What follows belongs to an exercise in optimizing a design on an open flow for small area; a production flow would make more cautious choices.
Function was checked by simulation only, so behaviour that the tests miss may differ from the original.

## flow/design.v (module list and top-level ports; edited modules follow where they fit)
// module fixed_inv_sqrt_newton: 272 lines
// module nfa_fa: 4 lines
// module nfa_ha: 4 lines
// module nfa_nand: 3 lines
// module fixed_norm3: 16826 lines
module fixed_norm3 #(
    parameter int FRAC_BITS = 32
) (
    input  wire                        clk,
    input  wire                        rst_n,
    input  wire                        in_valid,
    input  wire signed [FRAC_BITS-1:0] in_x,
    input  wire signed [FRAC_BITS-1:0] in_y,
    input  wire signed [FRAC_BITS-1:0] in_z,
    output logic                       out_valid,
    output logic signed [FRAC_BITS-1:0] out_x,
    output logic signed [FRAC_BITS-1:0] out_y,
    output logic signed [FRAC_BITS-1:0] out_z
);
  // ...
==> flow/inv_sqrt_rom.mem <==
7fffff29
7fffff29
7fffff29
7fffff29
7fffff29
7fffff29
7fffff29
7fffff29
7fffff29
7fffff29
7fffff29
7fffff29
7fffff29
7fffff29
7fffff29
7fffff29
7e0bb220
7a64336b
77099efa
73f1f68c
7114f643
6e6bb6e9
6bf06761
699e16d0
67708af9
65641fae
6375ad15
61a2731f
5fe808fc
5e444fae
5cb56711
5b39a4c7
59cf8cbb
5875cade
572b2de0
55eea2c3
54bf311a
539bf7cc
52842a5e
51770e8f
5073fa4f
4f7a5201
4e8986e9
4da115d9
4cc08604
4be767f5
4b1554a6
4a49ecb3
4984d7a4
48c5c34a
480c6331
4758701c
46a9a793
45ffcb80
455aa1ca
44b9f40b
441d8f3b
43854373
42f0e3ae
4260458d
41d3412a
4149b0e4
40c3713a
404060a1
3fc05f61
3f434f76
3ec91474
3e519367
3ddcb2bd
3d6a5a31
3cfa72b2
3c8ce650
3c21a02f
3bb88c6d
3b51981c
3aecb12e
3a89c668
3a28c759
39c9a44a
396c4e38
3910b6c7
38b6d037
385e8d61
3807e1a9
37b2c0fc
375f1fc3
370cf2e1
36bc2faa
366ccbe1
361ebdac
35d1fb95
35867c83
353c37b5
34f324bf
34ab3b82
3464742f
341ec73d
33da2d6c
33969fb9
33541765
33128deb
32d1fcff
32925e8e
3253acba
3215e1d5
31d8f862
319ceb15
3161b4cb
3127508e
30edb98e
30b4eb24
307ce0cf
3045962f
300f070b
2fd92f47
2fa40aea
2f6f9617
2f3bcd11
2f08ac35
2ed62ffe
2ea454fe
2e7317e3
2e427572
2e126a89
2de2f41a
2db40f2f
2d85b8e6
2d57ee72
2d2aad18
2cfdf234
2cd1bb2e
2ca60585
2c7acec6
2c501490
2c25d492
2bfc0c88
2bd2ba3f
2ba9db93
2b816e6c
2b5970c0
2b31e092
2b0abbf3
2ae400ff
2abdaddd
2a97c0c0
2a7237e8
2a4d119e
2a284c35
2a03e60a
29dfdd87
29bc311a
2998df40
2975e67b
29534556
2930fa68
290f044c
28ed61a6
28cc1123
28ab1178
288a615e
2869ff98
2849eaf0
282a2235
280aa43d
27eb6fe6
27cc8411
27addfa8
278f819a
277168db
27539465
27360336
2718b455
26fba6ca
26ded9a4
26c24bf6
26a5fcd9
2689eb6a
266e16c9
26527e1d
2637208f
261bfd4e
2601138b
25e6627d
25cbe95e
25b1a76b
25979be6
257dc614
2564253d
254ab8ad
25317fb4
251879a3
24ffa5d1
24e70396
24ce924d
24b65157
249e4013
24865de8
246eaa3b
24572477
243fcc08
2428a05e
2411a0ea
23facd20
23e42477
23cda667
23b7526c
23a12803
238b26ac
23754de9
235f9d3d
234a142e
2334b245
231f770b
230a620c
22f572d7
22e0a8fa
22cc0407
22b78392
22a3272f
228eee75
227ad8fd
2266e660
2253163b
223f682a
222bdbcc
221870c1
220526ab
21f1fd2d
21def3ed
21cc0a8f
21b940bb
21a6961b
21940a57
21819d1b
216f4e15
215d1cf1
214b095f
2139130e
212739b1
21157cfa
2103dc9d
20f2584e
20e0efc3
20cfa2b4
20be70d7
20ad59e7
209c5d9d
208b7bb5
207ab3e9
206a05f8
2059719f
2048f69d
203894b1
20284b9d
20181b21
20080301
==> flow/run.sh <==
#!/bin/bash
# synth_recipe.tcl (not shown) runs the flow's synth.tcl, then flattens the netlist and writes it again
# the make line also repeats each setting of config.mk as NAME=value (left out here)
make -C /OpenROAD-flow-scripts/flow DESIGN_CONFIG=/design/flow/config.mk WORK_HOME=/design/flow/orfs CLKGATE_MAP_FILE= SYNTH_SCRIPT=/design/flow/synth_recipe.tcl finish
==> flow/config.mk <==
export PLATFORM = sky130hd
export DESIGN_NAME = fixed_norm3
export DESIGN_NICKNAME = fixed_norm3
export VERILOG_FILES = /design/flow/design.v
export SDC_FILE = /design/flow/constraint.sdc
export NUM_CORES = 4
export LEC_CHECK = 0
export ABC_AREA = 1
export CAP_MARGIN = 20
export CORE_MARGIN = 2
export CORE_UTILIZATION = 35
export CTS_BUF_LIST = sky130_fd_sc_hd__clkbuf_4 sky130_fd_sc_hd__clkbuf_8
export PLACE_DENSITY = 0.5
export SLEW_MARGIN = 20
export SYNTH_HIERARCHICAL = 1
export SYNTH_MEMORY_MAX_BITS = 16384
export SYNTH_MINIMUM_KEEP_SIZE = 0
==> flow/constraint.sdc <==
create_clock -name core_clock -period 20.0 [get_ports {clk}]
set_input_delay 4.0000 -clock core_clock [delete_from_list [all_inputs] [get_ports {clk}]]
set_output_delay 4.0000 -clock core_clock [all_outputs]
set_load 0.01 [all_outputs]
==> summary.txt, run 1 <==
Critical path
  • Critical path required time: 16.00 ns
  • R2r endpoint: f_r[29]
  • FF-to-FF Start: L_rn[25]
  • R2R depth: 51
  • Crit path max-delay cell type: xnor2_1

GRT
  • Gr busiest metal: met2
  • GR Util All Layers: 42.9%

Logic synthesis
  • Predominant post-synthesis flop cell: dfxtp_1
  • Synth top cells by count: nand2_1 (3779), fa_1 (3518), a21oi_1 (2469), o22ai_1 (2103), inv_1 (1581)
  • Compound-cell area share of the yosys netlist: 19.7%
  • Largest area contributor in the netlist: fa_1
  • Number of synthesized flops with an enable pin: 0

Run status
  • Status: complete, no violations

CTS
  • H-tree depth: 3
  • TritonCTS clock tree: built

Route
  • Routed Antenna Nets: 0
  • WL met3: 161000 µm
  • Vias/cell: 6.79

Finish
  • Area grow syn2layout: 7.54%
  • Seq. cell area: 8380 µm²
  • Sequential cell count: 415
  • Largest class: multi-input gates
  • Filler cells: 45100

Placed design
  • Dpl cell area: 162000 µm²
  • Worst Setup Slack post-DPL: 4.13 ns

Floorplan
  • Initial Util: 35.2%
==> inputs of run 2 (changes only) <==
--- a/flow/config.mk
+++ b/flow/config.mk
@@ -8,9 +8,9 @@
 export ABC_AREA = 1
 export CAP_MARGIN = 20
 export CORE_MARGIN = 2
-export CORE_UTILIZATION = 35
+export CORE_UTILIZATION = 25
 export CTS_BUF_LIST = sky130_fd_sc_hd__clkbuf_4 sky130_fd_sc_hd__clkbuf_8
-export PLACE_DENSITY = 0.5
+export PLACE_DENSITY = 0.4
 export SLEW_MARGIN = 20
 export SYNTH_HIERARCHICAL = 1
 export SYNTH_MEMORY_MAX_BITS = 16384
==> run 2 against run 1 <==
  * Synthesized cell count did not move
  * Final cell count rose by 9.8%
  * Critical path depth rose by 1
  * Wire length rose by 4.0%
  * Fmax rose by 2.0%
  * First-iteration DRC count fell by 15%
  * Area after synthesis did not move
==> summary.txt, run 2 <==
Run status
  • Status: complete, no violations

CTS
  • TritonCTS clock tree: built
  • CTS root buf: clkbuf_8
  • Number of CTS-inserted buffers: 87
  • Worst-Skew Late Latency: 0.96 ns
  • H-tree depth: 3 (unchanged)
  • Postcts setup bufs: 0
  • CTS resizes: 0
  • Worst-path clk slew: 0.06 ns
  • Clock Path Buffers: 4
  • Clk sinks: 415
  • Hold buffers post-CTS: 0

Floorplan
  • Cell Rows: 287
  • Core area: 610000 µm²
  • Die H: 786 µm
  • Ports: 196
  • Die Width: 786 µm
  • Die Area: 618000 µm²
  • Initial Util: 25.1% (-10 points)

Logic synthesis
  • Synth Area per Inst: 8.37 µm²
  • Synth Register Bits: 415
  • Number of library cell types mapped by synthesis: 58
  • Synth top cells by count: nand2_1 (3779), fa_1 (3518), a21oi_1 (2469), o22ai_1 (2103), inv_1 (1581)
  • Largest area contributor in the netlist: fa_1
  • Synth async-reset ratio: 0.723%
  • Largest cells by area after synthesis: fa_1 (46%), nand2_1 (9.3%), o22ai_1 (8.6%), a21oi_1 (8.1%), ha_1 (6.7%)
  • Top-area cell type share of the netlist area: 46.0%
  • Cell area after synthesis: 153000 µm²
  • Sequential area share after synthesis: 5.44%
  • Count leader, synth: nand2_1
  • Predominant post-synthesis flop cell: dfxtp_1
  • Synth warn: 8
  • Post-synthesis cell count: 18300
  • Number of synthesized flops with an enable pin: 0 (unchanged)

Placed design
  • IO Port Bufs: 189
  • Post-DP HPWL: 722000 µm
  • GP Congestion: 1.03
  • Dpl cell area: 165000 µm² (+1.8%)

Finish
  • Nets: 22400
  • Fraction of layout cells with a size suffix above 1: 7.03%
  • Post-layout util: 27.4%
  • Cell area after layout: 167000 µm²
  • Filler cells: 66100 (+46%)
  • Commonest non-fill, non-tap cell in the layout: nand2_1
  • Area grow syn2layout: 9.40%
  • Most frequent cells in the layout: nand2_1 (3759), fa_1 (3516), a21oi_1 (2468), o22ai_1 (2103), inv_1 (1557)

Critical path
  • R2R depth: 54 (+5.9%)
  • Critical path required time: 16.00 ns (about the same)
  • Worst-path fanout max: 45
  • Setup crit end kind: output port
  • Most frequent CP cell: fa_1
  • Worst path max stage delay: 0.87 ns
  • Critical path data arrival time: 12.59 ns
  • Crit path launch type: flip-flop
  • Crit path max-delay cell type: dfxtp_2
  • Critical path type: reg -> out

GRT
  • Grt ovf: 0
  • GR Util All Layers: 31.9% (-11 points)
  • Vias in the first global route: 158000
  • First-pass GRT wire length: 1380000 µm
  • Pin count of the biggest net entering global routing: 96
  • Antenna violations before repair: 104

Route
  • Routed WL: 1010000 µm
  • Initial DRC count: 24000
  • Drt first pass iters: 9
  • Detailed-route DRC error count: 0
  • DR WL/cell: 38.8 µm
  • Vias/cell: 6.05 (-11%)
  • Routed Antenna Nets: 0 (unchanged)
  • Vias: 158000

Timing
  • Worst setup skew after layout: 0.122 ns
  • Least-Margin Pin Slew: 1.31 ns
  • Fin crit share: 82.9%
  • Post-route minimum period: 16.59 ns
  • Max-slew violations: 0
  • F_max: 60.3 MHz
  • Hold Vio Cnt, Final: 0
  • Sum Neg Setup Slack: 0 ns
  • Max-slew headroom: 12.7%
  • RSZ-0062 raised after global routing: no
  • Setup Viol. Count Final: 0

Min path
  • Worst Hold Class: reg -> reg
  • Worst hold stages: 0

Run
  • Maxcap violations: 0
[run 2: cell types whose count changed in the layout (fill, tap and decap cells not counted), sizes merged]
cell / previous run / this run
buf: 873 / 871
bufinv: 11 / 7
clkbuf: 112 / 119
clkdlybuf4s50: 102 / 107
clkinv: 75 / 70
diode: 73 / 48
inv: 1603 / 1608
[run 2: final timing paths]
kind,start,end,slack (ns)
min in group asynchronous,rst_n,v3,3.23
worst max-delay path,inv_r[1],out_z[26],3.41
worst min-delay path,x_r2[12],x_r3[12],0.29
worst max register to register,L_rn[23],f_r[29],5.26
max in group asynchronous,rst_n,v1,16.63
worst min register to register,x_r2[12],x_r3[12],0.29
[run 2: cells by family after synthesis]
kind of cell,count (synthesis),synth area share (%)
fa+ha+maj,4338,52.7
simple gates,4977,13.0
other cells,1,0.00245
compound gates,5225,19.7
xor+xnor,230,1.32
buf+inv,3101,7.79
flops,415,5.44
[run 2: metrics by stage]
step           cells  hold WS (ns)  setup slack [ns]
2_1_floorplan  18300         0.310              6.25
3_3_place_gp   25900         0.310              3.80
3_5_place_dp   25900         0.312              3.94
4_1_cts        26100         0.296              3.58
5_1_grt        26100         0.300              3.03
6_report       26100         0.295              3.41
[run 2: Yosys stat by module, one instance, submodules excluded]
| module | cell area (µm²) | flip-flops and latches | cells inside |
|---|---|---|---|
| nfa_ha | 12.5 | 0 | 1 |
| fixed_inv_sqrt_newton | 12400 | 0 | 2833 |
| fixed_norm3 | 67100 | 415 | 10600 |
| nfa_fa | 20.0 | 0 | 1 |
| nfa_nand | 3.75 | 0 | 1 |
[run 2: routing by layer]
| layer | part of all wire [%] | track usage (%) | vias up |
|---|---|---|---|
| li1 | - | - | 60900 |
| met3 | 13 | 10.9 | 2790 |
| met5 | 0.046 | 0.132 | - |
| met4 | 5.9 | 14.9 | 56 |
| met2 | 41 | 45.6 | 12900 |
| met1 | 41 | 43.0 | 81300 |
[run 2: critical path, delay by kind of cell, from the launching register on]
kind                     cells  cell delay (ns)
buffers and inverters        5             2.50
AO/OA/AOI/OAI                7             1.06
XOR/XNOR                     2             0.91
adder cells (fa/ha/maj)     10             4.71
flip-flops                   1             0.87
AND/OR/NAND/NOR             14             1.55
[run 2: area by class of cell]
class,instances,area (µm²),area share [%]
Inverter,1658,6260,3.74
Antenna cell,48,120,0.0718
Sequential cell,415,8380,5.01
Clock buffer,118,1540,0.922
Tap cell,8092,10100,6.05
Clock inverter,33,380,0.227
Multi-Input combinational cell,14800,133000,79.5
Timing Repair Buffer,979,7520,4.49

## static timing again, ports no longer ideal
How much do the figures lean on ideal ports? The routed layouts below were timed once more, with nothing changed but the port constraints.
Step 1 assumes that a clkbuf_16 drives the clock port and a buf_2 every other input.
Step 2, shift: input delay + t, output delay - t, t = (earliest + latest rising clock arrival at the registers) / 2. This alone moves slack from input paths to output paths.
a / b / c = no drivers / after step 1 / after step 2; a / b = the first two.
run	t (ns)	setup slack, ns	slew at the worst register clock pin (ns)	pins driven straight from the clock port
run 1	1.036	3.084 / 2.977 / 4.013	0.07 / 0.07	1
run 2	1.012	3.412 / 3.299 / 4.015	0.08 / 0.08	1
After both steps every run listed still meets setup and hold.
